From an optimization exercise on the open Yosys and OpenROAD flow, aimed at a short achievable clock period and few clock cycles; shortcuts taken in it are not production practice. Only simulation tests tie the RTL to the original design; equivalence was not proved. The flow treats the clock pin as an ideal source, which a real chip does not have. Power figures rest on the tool's default switching activity, not on a simulated workload.

==> inputs of xenon <==
// riscvsingle
module riscvsingle(input logic clk, reset,
	output logic [31:0] PC,
	input logic [31:0] Instr,
	output logic MemWrite,
	output logic [31:0] ALUResult, WriteData,
	input logic [31:0] ReadData);
clock: 10.0 ns
lec_check: 0
abc_clock_period_in_ps: 1500
cap_margin: 20
core_margin: 2
core_utilization: 45
place_density: 0.5
setup_slack_margin: 5.0
slew_margin: 20
synth_hierarchical: 1
synth_minimum_keep_size: 0
standard.sh (not shown) runs the stock make flow with config.mk's settings and CLKGATE_MAP_FILE= SYNTH_SCRIPT=/design/flow/synth_recipe.tcl, a recipe that flattens the netlist after the stock synthesis.
==> flow/flow/run.sh <==
#!/bin/bash
# Standard ORFS layout with changes to how it is made only (the SDC and its
# clock period are unchanged):
#  - synthesis: the standard flow's script, with no full/half-adder cells (ADDER_MAP_FILE
#    empty) and abc mapping by flow/abc_map.script (flow/synth.tcl); registers
#    are untouched by either;
set -euo pipefail
here=$(pwd)
export MY_ABC_SCRIPT=$here/flow/abc_map.script
export FLOW_SYNTH_TCL=$here/synth_recipe.tcl
bash standard.sh finish ADDER_MAP_FILE= SETUP_SLACK_MARGIN=5.5 \
  SYNTH_SCRIPT=$here/flow/synth.tcl \
  POST_CTS_TCL=$here/flow/post_cts.tcl PRE_GLOBAL_ROUTE_TCL=$here/flow/pre_grt.tcl \
  > orfs_make.log 2>&1
==> flow/flow/abc_map.script <==
strash
dch -f
map
topo
stime -c
buffer -c
upsize -c
dnsize -c
==> flow/flow/post_cts.tcl <==
# Further setup repair after CTS, in steps, then legalize.
foreach m {6.0 6.5 7.0} {
  log_cmd repair_timing -setup -setup_margin $m -repair_tns 100 -verbose
}
detailed_placement
check_placement -verbose
==> flow/flow/pre_grt.tcl <==
# Global-route timing repair aims at the same tighter target.
set ::env(SETUP_SLACK_MARGIN) 7.0
==> flow/flow/synth.tcl <==
# The standard flow's synthesis script, with abc mapping the logic by flow/abc_map.script
# (ABC's dch + map, then buffering and sizing) in place of ORFS's speed script.
# abc maps only combinational logic: the registers are those of the standard
# synthesis.
proc abc {args} {
  set i [lsearch -exact $args -script]
  if {$i >= 0} {
    lset args [expr {$i + 1}] $::env(MY_ABC_SCRIPT)
  }
  yosys abc {*}$args
}
source $::env(FLOW_SYNTH_TCL)
==> inputs of quartz, as changes to xenon <==
--- a/flow/design.v
+++ b/flow/design.v
@@ -182,11 +182,11 @@
 	assign wdM = lwM ? ReadData : resM;
 	always_ff @(posedge clk)
 		for (int i = 1; i < 32; i++)
 			if (vM & weM & (rdM == 5'(i))) rf[i] <= wdM;
 	localparam int IB = 4;           
-	localparam int TB = 10 - IB;     
+	localparam int TB = 4;           
 	localparam int NB = 1 << IB;
 	logic          bval [0:NB-1];
 	logic          bdir [0:NB-1];
 	logic [2:0]    brun [0:NB-1];
 	logic [2:0]    btrip [0:NB-1];
@@ -226,95 +226,101 @@
 	assign useImm = ~(isR | isBeq);
 	assign weF    = (isLw | isR | isI | isJal | isAuipc) & (rdF != 5'd0);
 	logic [31:0] immB;
 	assign immB = {{20{Instr[31]}}, Instr[7], Instr[30:25], Instr[11:8], 1'b0};
 	logic        predF;
-	logic [31:0] tgtBF, pc4F, npcF;
+	logic [31:0] tgtBF, pc4F, pcNext;
+	logic        ldhaz;
 	f_next fnext(.pc(pcF), .instr(Instr), .bhit(bhitF), .btak(btakF),
-	             .npc(npcF), .tgtB(tgtBF), .pc4(pc4F), .pred(predF));
+	             .rst(reset), .ldE(vE & weE & lwE), .rdE(rdE), .redirect(redirect), .nextE(nextE),
+	             .npc(pcNext), .tgtB(tgtBF), .pc4(pc4F), .pred(predF), .ldhaz(ldhaz));
 	logic [32*31-1:0] rfv;
 	always_comb
 		for (int i = 1; i < 32; i++) rfv[32*(i-1) +: 32] = rf[i];
 	logic [31:0] opA, opB, rd2;
 	f_read fread(.instr(Instr), .pc(pcF), .rf(rfv), .wd(wdM), .wa(rdM), .we(vM & weM),
 	             .opA(opA), .opB(opB), .rd2(rd2));
-	logic xw, xl, mA, mB, fA, fB, fS;
+	logic xw, mA, mB, fA, fB, fS;
 	assign xw = vE & weE & ~lwE;
-	assign xl = vE & weE & lwE;
 	assign mA = (rdE == rs1F);
 	assign mB = (rdE == rs2F);
 	assign fA = usesA & xw & mA;
 	assign fB = ~useImm & xw & mB;
 	assign fS = xw & mB;
-	logic ldhaz;
-	assign ldhaz = xl & ((usesA & mA) | (usesB & mB));
 	logic [31:0] srcA, srcB, sdE, resE;
 	logic        eq, redirect;
+	logic [31:0] nextE;
 	assign srcA = aE;
 	assign srcB = bE;
 	assign sdE  = rs2E;
 	e_alu alu(.a(srcA), .b(srcB), .sub(subE), .slt(sltE), .orr(orE), .andd(andE),
 	          .res(resE), .eq(eq));
-	logic [31:0] nextE;
 	logic        takenE;
 	assign takenE   = beqE & eq;
 	assign nextE    = predE ? pc4E : tgtE;
 	assign redirect = vE & brE & (eq ^ predE);
-	logic [IB-1:0] bidxE;
-	logic          bmatchE, bupd;
-	assign bidxE   = pcE[IB+1:2];
-	assign bmatchE = bval[bidxE] & (btag[bidxE] == pcE[11:IB+2]);
-	assign bupd    = vE & brE;
+	logic          uW, tkW;
+	logic [IB-1:0] idxW;
+	logic [TB-1:0] tagW;
+	always_ff @(posedge clk, posedge reset)
+		if (reset) uW <= 1'b0;
+		else       uW <= vE & brE;
+	always_ff @(posedge clk) begin
+		tkW  <= takenE;
+		idxW <= pcE[IB+1:2];
+		tagW <= pcE[IB+TB+1:IB+2];
+	end
+	logic          bmatchW;
+	assign bmatchW = bval[idxW] & (btag[idxW] == tagW);
 	logic          ndir, ntv;
 	logic [2:0]    nrun, ntrip;
 	always_comb begin
-		ndir  = bdir[bidxE];
-		nrun  = brun[bidxE];
-		ntrip = btrip[bidxE];
-		ntv   = btv[bidxE];
-		if (!bmatchE) begin
-			ndir = takenE;
+		ndir  = bdir[idxW];
+		nrun  = brun[idxW];
+		ntrip = btrip[idxW];
+		ntv   = btv[idxW];
+		if (!bmatchW) begin
+			ndir = tkW;
 			nrun = 3'd1;
 			ntv  = 1'b0;
-		end else if (takenE == bdir[bidxE]) begin
-			if (brun[bidxE] != 3'd7) nrun = brun[bidxE] + 3'd1;
+		end else if (tkW == bdir[idxW]) begin
+			if (brun[idxW] != 3'd7) nrun = brun[idxW] + 3'd1;
 		end else begin
-			ntrip = brun[bidxE];
-			ntv   = (brun[bidxE] != 3'd7);
+			ntrip = brun[idxW];
+			ntv   = (brun[idxW] != 3'd7);
 			nrun  = 3'd0;
 		end
 	end
 	always_ff @(posedge clk)
-		if (bupd) begin
-			btag[bidxE]  <= pcE[11:IB+2];
-			bdir[bidxE]  <= ndir;
-			brun[bidxE]  <= nrun;
-			btrip[bidxE] <= ntrip;
-			btv[bidxE]   <= ntv;
-			bpred[bidxE] <= (ntv & (nrun == ntrip)) ? ~ndir : ndir;
+		if (uW) begin
+			btag[idxW]  <= tagW;
+			bdir[idxW]  <= ndir;
+			brun[idxW]  <= nrun;
+			btrip[idxW] <= ntrip;
+			btv[idxW]   <= ntv;
+			bpred[idxW] <= (ntv & (nrun == ntrip)) ? ~ndir : ndir;
 		end
 	always_ff @(posedge clk, posedge reset)
 		if (reset) begin
 			for (int i = 0; i < NB; i++) bval[i] <= 1'b0;
-		end else if (bupd)
-			bval[bidxE] <= 1'b1;
+		end else if (uW)
+			bval[idxW] <= 1'b1;
 	always_ff @(posedge clk, posedge reset)
 		if (reset) begin
 			pcF <= 32'd0;
 			vE  <= 1'b0;
 			vM  <= 1'b0;
 			memwM <= 1'b0;
 		end else begin
-			if (redirect)    pcF <= nextE;
-			else if (!ldhaz) pcF <= npcF;
+			pcF <= pcNext;
 			vE <= ~redirect & ~ldhaz;
 			vM <= vE;
 			memwM <= vE & swE;
 		end
 	logic [31:0] pcO;
 	always_ff @(posedge clk)
-		pcO <= reset ? 32'd0 : (redirect ? nextE : (ldhaz ? pcF : npcF));
+		pcO <= pcNext;
 	always_ff @(posedge clk) begin
 		pcE   <= pcF;
 		aE    <= fA ? resE : opA;
 		bE    <= fB ? resE : opB;
 		rs2E  <= fS ? resE : rd2;
@@ -344,12 +350,17 @@
 	assign ALUResult = resM;
 	assign WriteData = sdM;
 endmodule
 module f_next(input logic [31:0] pc, instr,
 	input logic bhit, btak,
+	input logic rst,               
+	input logic ldE,               
+	input logic [4:0] rdE,
+	input logic redirect,          
+	input logic [31:0] nextE,
 	output logic [31:0] npc, tgtB, pc4,
-	output logic pred);
+	output logic pred, ldhaz);
 	logic        isBeq, isJal, selJ, selB, selN;
 	logic [31:0] immB, immJ, tgtJ;
 	logic [13:0] lowB;
 	logic [21:0] lowJ;
 	logic [18:0] hiB, hiBp, hiBm;
@@ -378,11 +389,21 @@
 	assign pc4   = pc + 32'd4;
 	assign selJ  = isJal;
 	assign selB  = isBeq & ((instr[19:15] == instr[24:20]) | (bhit ? btak : instr[31]));
 	assign selN  = ~(selJ | selB);
 	assign pred  = selJ | selB;
-	assign npc   = ({32{selJ}} & tgtJ) | ({32{selB}} & tgtB) | ({32{selN}} & pc4);
+	logic [6:0] op;
+	logic       usesA, usesB;
+	assign op    = instr[6:0];
+	assign usesA = ~(op == 7'b1101111 | op == 7'b0010111);
+	assign usesB = (op == 7'b0110011) | (op == 7'b0100011) | (op == 7'b1100011);
+	assign ldhaz = ldE & ((usesA & (rdE == instr[19:15])) | (usesB & (rdE == instr[24:20])));
+	always_comb
+		if (rst)           npc = 32'd0;
+		else if (redirect) npc = nextE;
+		else if (ldhaz)    npc = pc;
+		else            npc = ({32{selJ}} & tgtJ) | ({32{selB}} & tgtB) | ({32{selN}} & pc4);
 endmodule
 module f_read(input logic [31:0] instr, pc,
 	input logic [32*31-1:0] rf,
 	input logic [31:0] wd,
 	input logic [4:0] wa,
@@ -440,9 +461,9 @@
 	input logic [(1<<IB)-1:0] val, pred,
 	output logic hit, tak);
 	logic [(1<<IB)-1:0] hitv;
 	always_comb
 		for (int i = 0; i < (1<<IB); i++)
-			hitv[i] = val[i] & (tag[TB*i +: TB] == pc[9:IB]);
+			hitv[i] = val[i] & (tag[TB*i +: TB] == pc[IB+TB-1:IB]);
 	assign hit = hitv[pc[IB-1:0]];
 	assign tak = pred[pc[IB-1:0]];
 endmodule
==> inputs of juniper, as changes to xenon <==
--- a/flow/design.v
+++ b/flow/design.v
@@ -182,11 +182,11 @@
 	assign wdM = lwM ? ReadData : resM;
 	always_ff @(posedge clk)
 		for (int i = 1; i < 32; i++)
 			if (vM & weM & (rdM == 5'(i))) rf[i] <= wdM;
 	localparam int IB = 4;           
-	localparam int TB = 10 - IB;     
+	localparam int TB = 4;           
 	localparam int NB = 1 << IB;
 	logic          bval [0:NB-1];
 	logic          bdir [0:NB-1];
 	logic [2:0]    brun [0:NB-1];
 	logic [2:0]    btrip [0:NB-1];
@@ -226,45 +226,44 @@
 	assign useImm = ~(isR | isBeq);
 	assign weF    = (isLw | isR | isI | isJal | isAuipc) & (rdF != 5'd0);
 	logic [31:0] immB;
 	assign immB = {{20{Instr[31]}}, Instr[7], Instr[30:25], Instr[11:8], 1'b0};
 	logic        predF;
-	logic [31:0] tgtBF, pc4F, npcF;
+	logic [31:0] tgtBF, pc4F, pcNext;
+	logic        ldhaz;
 	f_next fnext(.pc(pcF), .instr(Instr), .bhit(bhitF), .btak(btakF),
-	             .npc(npcF), .tgtB(tgtBF), .pc4(pc4F), .pred(predF));
+	             .ldE(vE & weE & lwE), .rdE(rdE), .redirect(redirect), .nextE(nextE),
+	             .npc(pcNext), .tgtB(tgtBF), .pc4(pc4F), .pred(predF), .ldhaz(ldhaz));
 	logic [32*31-1:0] rfv;
 	always_comb
 		for (int i = 1; i < 32; i++) rfv[32*(i-1) +: 32] = rf[i];
 	logic [31:0] opA, opB, rd2;
 	f_read fread(.instr(Instr), .pc(pcF), .rf(rfv), .wd(wdM), .wa(rdM), .we(vM & weM),
 	             .opA(opA), .opB(opB), .rd2(rd2));
-	logic xw, xl, mA, mB, fA, fB, fS;
+	logic xw, mA, mB, fA, fB, fS;
 	assign xw = vE & weE & ~lwE;
-	assign xl = vE & weE & lwE;
 	assign mA = (rdE == rs1F);
 	assign mB = (rdE == rs2F);
 	assign fA = usesA & xw & mA;
 	assign fB = ~useImm & xw & mB;
 	assign fS = xw & mB;
-	logic ldhaz;
-	assign ldhaz = xl & ((usesA & mA) | (usesB & mB));
 	logic [31:0] srcA, srcB, sdE, resE;
 	logic        eq, redirect;
+	logic [31:0] nextE;
 	assign srcA = aE;
 	assign srcB = bE;
 	assign sdE  = rs2E;
 	e_alu alu(.a(srcA), .b(srcB), .sub(subE), .slt(sltE), .orr(orE), .andd(andE),
 	          .res(resE), .eq(eq));
-	logic [31:0] nextE;
 	logic        takenE;
 	assign takenE   = beqE & eq;
 	assign nextE    = predE ? pc4E : tgtE;
 	assign redirect = vE & brE & (eq ^ predE);
 	logic [IB-1:0] bidxE;
 	logic          bmatchE, bupd;
 	assign bidxE   = pcE[IB+1:2];
-	assign bmatchE = bval[bidxE] & (btag[bidxE] == pcE[11:IB+2]);
+	assign bmatchE = bval[bidxE] & (btag[bidxE] == pcE[IB+TB+1:IB+2]);
 	assign bupd    = vE & brE;
 	logic          ndir, ntv;
 	logic [2:0]    nrun, ntrip;
 	always_comb begin
 		ndir  = bdir[bidxE];
@@ -283,11 +282,11 @@
 			nrun  = 3'd0;
 		end
 	end
 	always_ff @(posedge clk)
 		if (bupd) begin
-			btag[bidxE]  <= pcE[11:IB+2];
+			btag[bidxE]  <= pcE[IB+TB+1:IB+2];
 			bdir[bidxE]  <= ndir;
 			brun[bidxE]  <= nrun;
 			btrip[bidxE] <= ntrip;
 			btv[bidxE]   <= ntv;
 			bpred[bidxE] <= (ntv & (nrun == ntrip)) ? ~ndir : ndir;
@@ -302,19 +301,18 @@
 			pcF <= 32'd0;
 			vE  <= 1'b0;
 			vM  <= 1'b0;
 			memwM <= 1'b0;
 		end else begin
-			if (redirect)    pcF <= nextE;
-			else if (!ldhaz) pcF <= npcF;
+			pcF <= pcNext;
 			vE <= ~redirect & ~ldhaz;
 			vM <= vE;
 			memwM <= vE & swE;
 		end
 	logic [31:0] pcO;
 	always_ff @(posedge clk)
-		pcO <= reset ? 32'd0 : (redirect ? nextE : (ldhaz ? pcF : npcF));
+		pcO <= reset ? 32'd0 : pcNext;
 	always_ff @(posedge clk) begin
 		pcE   <= pcF;
 		aE    <= fA ? resE : opA;
 		bE    <= fB ? resE : opB;
 		rs2E  <= fS ? resE : rd2;
@@ -344,12 +342,16 @@
 	assign ALUResult = resM;
 	assign WriteData = sdM;
 endmodule
 module f_next(input logic [31:0] pc, instr,
 	input logic bhit, btak,
+	input logic ldE,               
+	input logic [4:0] rdE,
+	input logic redirect,          
+	input logic [31:0] nextE,
 	output logic [31:0] npc, tgtB, pc4,
-	output logic pred);
+	output logic pred, ldhaz);
 	logic        isBeq, isJal, selJ, selB, selN;
 	logic [31:0] immB, immJ, tgtJ;
 	logic [13:0] lowB;
 	logic [21:0] lowJ;
 	logic [18:0] hiB, hiBp, hiBm;
@@ -378,11 +380,20 @@
 	assign pc4   = pc + 32'd4;
 	assign selJ  = isJal;
 	assign selB  = isBeq & ((instr[19:15] == instr[24:20]) | (bhit ? btak : instr[31]));
 	assign selN  = ~(selJ | selB);
 	assign pred  = selJ | selB;
-	assign npc   = ({32{selJ}} & tgtJ) | ({32{selB}} & tgtB) | ({32{selN}} & pc4);
+	logic [6:0] op;
+	logic       usesA, usesB;
+	assign op    = instr[6:0];
+	assign usesA = ~(op == 7'b1101111 | op == 7'b0010111);
+	assign usesB = (op == 7'b0110011) | (op == 7'b0100011) | (op == 7'b1100011);
+	assign ldhaz = ldE & ((usesA & (rdE == instr[19:15])) | (usesB & (rdE == instr[24:20])));
+	always_comb
+		if (redirect)   npc = nextE;
+		else if (ldhaz) npc = pc;
+		else            npc = ({32{selJ}} & tgtJ) | ({32{selB}} & tgtB) | ({32{selN}} & pc4);
 endmodule
 module f_read(input logic [31:0] instr, pc,
 	input logic [32*31-1:0] rf,
 	input logic [31:0] wd,
 	input logic [4:0] wa,
@@ -440,9 +451,9 @@
 	input logic [(1<<IB)-1:0] val, pred,
 	output logic hit, tak);
 	logic [(1<<IB)-1:0] hitv;
 	always_comb
 		for (int i = 0; i < (1<<IB); i++)
-			hitv[i] = val[i] & (tag[TB*i +: TB] == pc[9:IB]);
+			hitv[i] = val[i] & (tag[TB*i +: TB] == pc[IB+TB-1:IB]);
 	assign hit = hitv[pc[IB-1:0]];
 	assign tak = pred[pc[IB-1:0]];
 endmodule
==> inputs of maple, as changes to xenon <==
--- a/flow/design.v
+++ b/flow/design.v
@@ -166,11 +166,11 @@
 	output logic [31:0] PC,
 	input logic [31:0] Instr,
 	output logic MemWrite,
 	output logic [31:0] ALUResult, WriteData,
 	input logic [31:0] ReadData);
-	logic [31:0] pcF;
+	logic [31:0] pcF, pcOn;   
 	logic        vE, vM;
 	logic [31:0] pcE, aE, bE, rs2E, tgtE, pc4E;
 	logic [4:0]  rdE;
 	logic        weE, lwE, swE, beqE, brE, predE;
 	logic        subE, sltE, orE, andE;
@@ -298,23 +298,22 @@
 		end else if (bupd)
 			bval[bidxE] <= 1'b1;
 	always_ff @(posedge clk, posedge reset)
 		if (reset) begin
 			pcF <= 32'd0;
+			pcOn <= 32'hffffffff;
 			vE  <= 1'b0;
 			vM  <= 1'b0;
 			memwM <= 1'b0;
 		end else begin
 			if (redirect)    pcF <= nextE;
 			else if (!ldhaz) pcF <= npcF;
+			pcOn <= ~(redirect ? nextE : (ldhaz ? pcF : npcF));
 			vE <= ~redirect & ~ldhaz;
 			vM <= vE;
 			memwM <= vE & swE;
 		end
-	logic [31:0] pcO;
-	always_ff @(posedge clk)
-		pcO <= reset ? 32'd0 : (redirect ? nextE : (ldhaz ? pcF : npcF));
 	always_ff @(posedge clk) begin
 		pcE   <= pcF;
 		aE    <= fA ? resE : opA;
 		bE    <= fB ? resE : opB;
 		rs2E  <= fS ? resE : rd2;
@@ -337,11 +336,11 @@
 		sdM  <= sdE;
 		rdM  <= rdE;
 		weM  <= weE;
 		lwM  <= lwE;
 	end
-	assign PC        = pcO;
+	assign PC        = ~pcOn;
 	assign MemWrite  = memwM;
 	assign ALUResult = resM;
 	assign WriteData = sdM;
 endmodule
 module f_next(input logic [31:0] pc, instr,
==> flow/flow/run.sh (replaced) <==
#!/bin/bash
# Standard ORFS layout with changes to how it is made only (the SDC and its
# clock period are unchanged):
#  - no full/half-adder cells in synthesis (ADDER_MAP_FILE empty), so abc maps
#    the adders' logic itself; registers are untouched by this;
set -euo pipefail
here=$(pwd)
bash standard.sh finish ADDER_MAP_FILE= SETUP_SLACK_MARGIN=5.5 \
  POST_CTS_TCL=$here/flow/post_cts.tcl PRE_GLOBAL_ROUTE_TCL=$here/flow/pre_grt.tcl \
  > orfs_make.log 2>&1
removed: flow/flow/abc_map.script
removed: flow/flow/synth.tcl
==> notes <==
- In quartz the power is lower than in maple, by 13%.
- In xenon the register-to-register slack is higher than in juniper, by 0.02 ns.
- Synthesized cell count: xenon > juniper > quartz > maple.
- maple completed without violations. xenon ran to the end with no violations. quartz completed without violations. juniper went through all stages and came out clean.
- Of juniper and quartz, juniper has the higher combinational power (gap about 90%, measured against quartz).
Testbench counts of xenon, summed over its fixed seeds: cycles 182,778.
Testbench counts of quartz, summed over its fixed seeds: cycles 182,778.
Testbench counts of juniper, summed over its fixed seeds: cycles 182,778.
Testbench counts of maple, summed over its fixed seeds: cycles 182,778.

port drivers added, routing unchanged:
The results above use ideal ports. As a check the final layouts listed here were re-extracted and re-timed, cells and wires unchanged. Step 1 sets driving cells, clkbuf_16 on the clock port and buf_2 on the other inputs (assumed; they add their load-dependent delay and slew). Step 2 adds t to the input delays and takes it off the output delays; t is the mean of the earliest and latest rising clock arrival at the registers after step 1. Input paths then give back, and output paths get back, about the clock's delay inside the block. Slacks: no drivers / after step 1 / after step 2; pairs: no drivers / after step 1.
| run | t (ns) | setup WS [ns] | latest minus earliest clock arrival (ns) | worst data-port slew with drivers (ns) |
|---|---|---|---|---|
| xenon | 0.966 | 6.468 / 6.117 / 5.152 | 0.041 / 0.041 | 0.82 |
| quartz | 0.924 | 6.504 / 6.211 / 5.287 | 0.072 / 0.072 | 0.50 |
| juniper | 0.913 | 6.455 / 6.171 / 5.258 | 0.055 / 0.054 | 0.46 |
| maple | 0.918 | 6.023 / 5.831 / 4.913 | 0.039 / 0.039 | 0.46 |
After both steps every run listed still meets setup and hold. For xenon, which loses most, drivers alone change the setup slack by -0.351 ns; drivers and shift together by -1.316 ns.
